Background: an optimization exercise with open tools, aiming at small area. Do not read the settings as production practice. In this exercise RTL edits were held to simulation tests only and were not proved equivalent to the original. Power and IR drop assume default switching activity.

==> flow/design.v (excerpt) <==
module dispatcher(
	input  logic         clk,
	input  logic         rst,
	input  logic [31:0]  ifetch_pc_plus_four,
	input  logic [31:0]  ifetch_instruction,
	input  logic         ifetch_empty_flag,
	input  logic [6:0]   cdb_tag,
	input  logic         cdb_valid,
	input  logic [31:0]  cdb_data,
	input  logic         cdb_branch,
	input  logic         cdb_branch_taken,
	output logic [31:0]  dispatch_jmp_branch_addr,
	output logic         dispatch_jump_branch,
	output logic         dispatch_ren,
	output logic         en_div_dispatch,
	output logic         en_mult_dispatch,
	output logic         en_store_load_dispatch,
	output logic         en_int_dispatch,
	output logic [100:0] dispatcher_2_int_queue,
	output logic [119:0] dispatcher_2_lw_sw_queue,
	output logic [83:0]  dispatcher_2_mult_or_div
);
genvar gi, gj, gb;
logic [31:0] instr;
assign instr = ifetch_empty_flag ? 32'b0 : ifetch_instruction;
logic [6:0] opc;
logic [4:0] rd, rs1, rs2;
logic [2:0] f3;
logic [6:0] f7;
assign opc = instr[6:0];
assign rd  = instr[11:7];
assign f3  = instr[14:12];
assign rs1 = instr[19:15];
assign rs2 = instr[24:20];
assign f7  = instr[31:25];
logic is_r, is_i, is_s, is_b, is_j, is_u, is_jalr, is_lw, is_lui;
assign is_r    = (opc == 7'b0110011);
assign is_i    = (opc == 7'b0010011);
assign is_s    = (opc == 7'b0100011);
assign is_b    = (opc == 7'b1100011);
assign is_j    = (opc == 7'b1101111);
assign is_u    = (opc == 7'b0010111);
assign is_jalr = (opc == 7'b1100111);
  ...
Settings: LEC_CHECK=0, CAP_MARGIN=20, CORE_MARGIN=2, CORE_UTILIZATION=58, SLEW_MARGIN=20, SYNTH_HIERARCHICAL=1, SYNTH_MINIMUM_KEEP_SIZE=0; clock period 10.0 ns.
standard.sh (not shown) runs the stock make flow with config.mk's settings and CLKGATE_MAP_FILE= SYNTH_SCRIPT=/design/flow/synth_recipe.tcl, a recipe that flattens the netlist after the stock synthesis.
==> flow/flow/run.sh <==
#!/bin/bash
# The standard layout (the standard.sh), with
# - the port buffers made of the smallest buffer cell instead of the
#   resizer's default choice;
# - clock tree synthesis with one clock buffer type, larger sink clusters and
#   no dummy loads.
set -euo pipefail
export BUFFER_PORTS_ARGS="-buffer_cell sky130_fd_sc_hd__buf_1"
export CTS_ARGS="-sink_clustering_enable -repair_clock_nets -dont_use_dummy_load -buf_list {sky130_fd_sc_hd__clkbuf_16} -sink_clustering_size 28 -sink_clustering_max_diameter 80"
bash standard.sh > standard.log 2>&1
Then changed:
--- a/flow/flow/run.sh
+++ b/flow/flow/run.sh
@@ -5 +5 @@
-# - clock tree synthesis with one clock buffer type, larger sink clusters and
+# - clock tree synthesis with small clock buffers, larger sink clusters and
--- a/flow/config.mk
+++ b/flow/config.mk
@@ -10 +10 @@
-export CORE_UTILIZATION = 58
+export CORE_UTILIZATION = 65
What happened:
- The new run produced a layout that fails on max-capacitance violations
- cell area barely changes
- total power drops slightly
- final cell count fell slightly
- combinational power goes up by a few percent
- synthesized cell count is unchanged
- fmax went down by a few percent
- setup slack got worse by 570 ps
Then changed:
==> flow/flow/run.sh (replaced) <==
#!/bin/bash
# The standard layout (the standard.sh), with
# - the port buffers made of the smallest buffer cell instead of the
#   resizer's default choice;
# - clock tree synthesis with one clock buffer type, larger sink clusters and
#   no dummy loads.
set -euo pipefail
export BUFFER_PORTS_ARGS="-buffer_cell sky130_fd_sc_hd__buf_1"
export CTS_ARGS="-sink_clustering_enable -repair_clock_nets -dont_use_dummy_load -buf_list {sky130_fd_sc_hd__clkbuf_16} -sink_clustering_size 24 -sink_clustering_max_diameter 70"
bash standard.sh > standard.log 2>&1
--- a/flow/config.mk
+++ b/flow/config.mk
@@ -10 +10 @@
-export CORE_UTILIZATION = 65
+export CORE_UTILIZATION = 58
Now the flow finished clean.
Synthesized cell count does not change.
Setup slack improved by 550 ps.
Area after synthesis stays the same.
Sequential cell count stays the same.
Design area climbs slightly.
Die area goes up by roughly a tenth.
Final cell count goes up slightly.
Clock power came out higher by about a fifth.
First-iteration DRC count came out lower by about a fifth.
Then changed:
==> flow/flow/run.sh (replaced) <==
#!/bin/bash
# The standard layout (the standard.sh), with
# - the port buffers made of the smallest buffer cell instead of the
#   resizer's default choice;
# - clock tree synthesis with small clock buffers, larger sink clusters and
#   no dummy loads.
set -euo pipefail
export BUFFER_PORTS_ARGS="-buffer_cell sky130_fd_sc_hd__buf_1"
export CTS_ARGS="-sink_clustering_enable -repair_clock_nets -dont_use_dummy_load -buf_list {sky130_fd_sc_hd__clkbuf_8 sky130_fd_sc_hd__clkbuf_16} -sink_clustering_size 20 -sink_clustering_max_diameter 60"
bash standard.sh > standard.log 2>&1
--- a/flow/config.mk
+++ b/flow/config.mk
@@ -10 +10 @@
-export CORE_UTILIZATION = 58
+export CORE_UTILIZATION = 55
Effect:
- core utilization came out lower by 2.7 points
- design area came out higher slightly
- area after synthesis stays the same
- via count came out higher slightly
- routed wire length came out higher by a few percent
Then changed:
--- a/flow/config.mk
+++ b/flow/config.mk
@@ -8 +8 @@
-export CAP_MARGIN = 20
+export CAP_MARGIN = 5
@@ -11 +11 @@
-export SLEW_MARGIN = 20
+export SLEW_MARGIN = 5
=> Now the flow ran to the end with violations: max-capacitance violations, max-slew violations. Core utilization came out lower by 0.23 points. Clock skew grows by 12 ps. Routed wire length decreases by about 0.7%.

[what the ideal ports hide]
In the flow no input, the clock included, has a driving cell. The finished layouts below were timed again as built, in two steps.
Step 1 (the two cells are an assumption about what drives the block):
set clk [get_ports {clk}]
set_driving_cell -lib_cell sky130_fd_sc_hd__clkbuf_16 $clk
set_driving_cell -lib_cell sky130_fd_sc_hd__buf_2 [delete_from_list [all_inputs] $clk]
Step 2 moves the port delays by t, midway between the first and last clock arrival at a register: inputs arrive t later, outputs are due t later. That takes back most of the time a late clock gives input paths.
Slacks: ideal ports / drivers / drivers and shift; pairs: ideal ports / drivers.
run	t (ns)	setup slack, ns	worst setup path at the end	slew at the worst register clock pin (ns)
the first run	0.780	1.092 / 1.053 / 1.053	input to output	0.11 / 0.11
the second run	0.762	0.522 / 0.498 / 0.498	input to output	0.12 / 0.12
the third run	0.803	1.072 / 1.045 / 1.045	input to output	0.10 / 0.10
the fourth run	0.858	0.784 / 0.762 / 0.762	input to output	0.09 / 0.09
the fifth run	0.839	0.911 / 0.888 / 0.888	input to output	0.09 / 0.09
The setup slack of the first run, which loses most, moves by -0.039 ns with the drivers and by -0.039 ns with both steps.
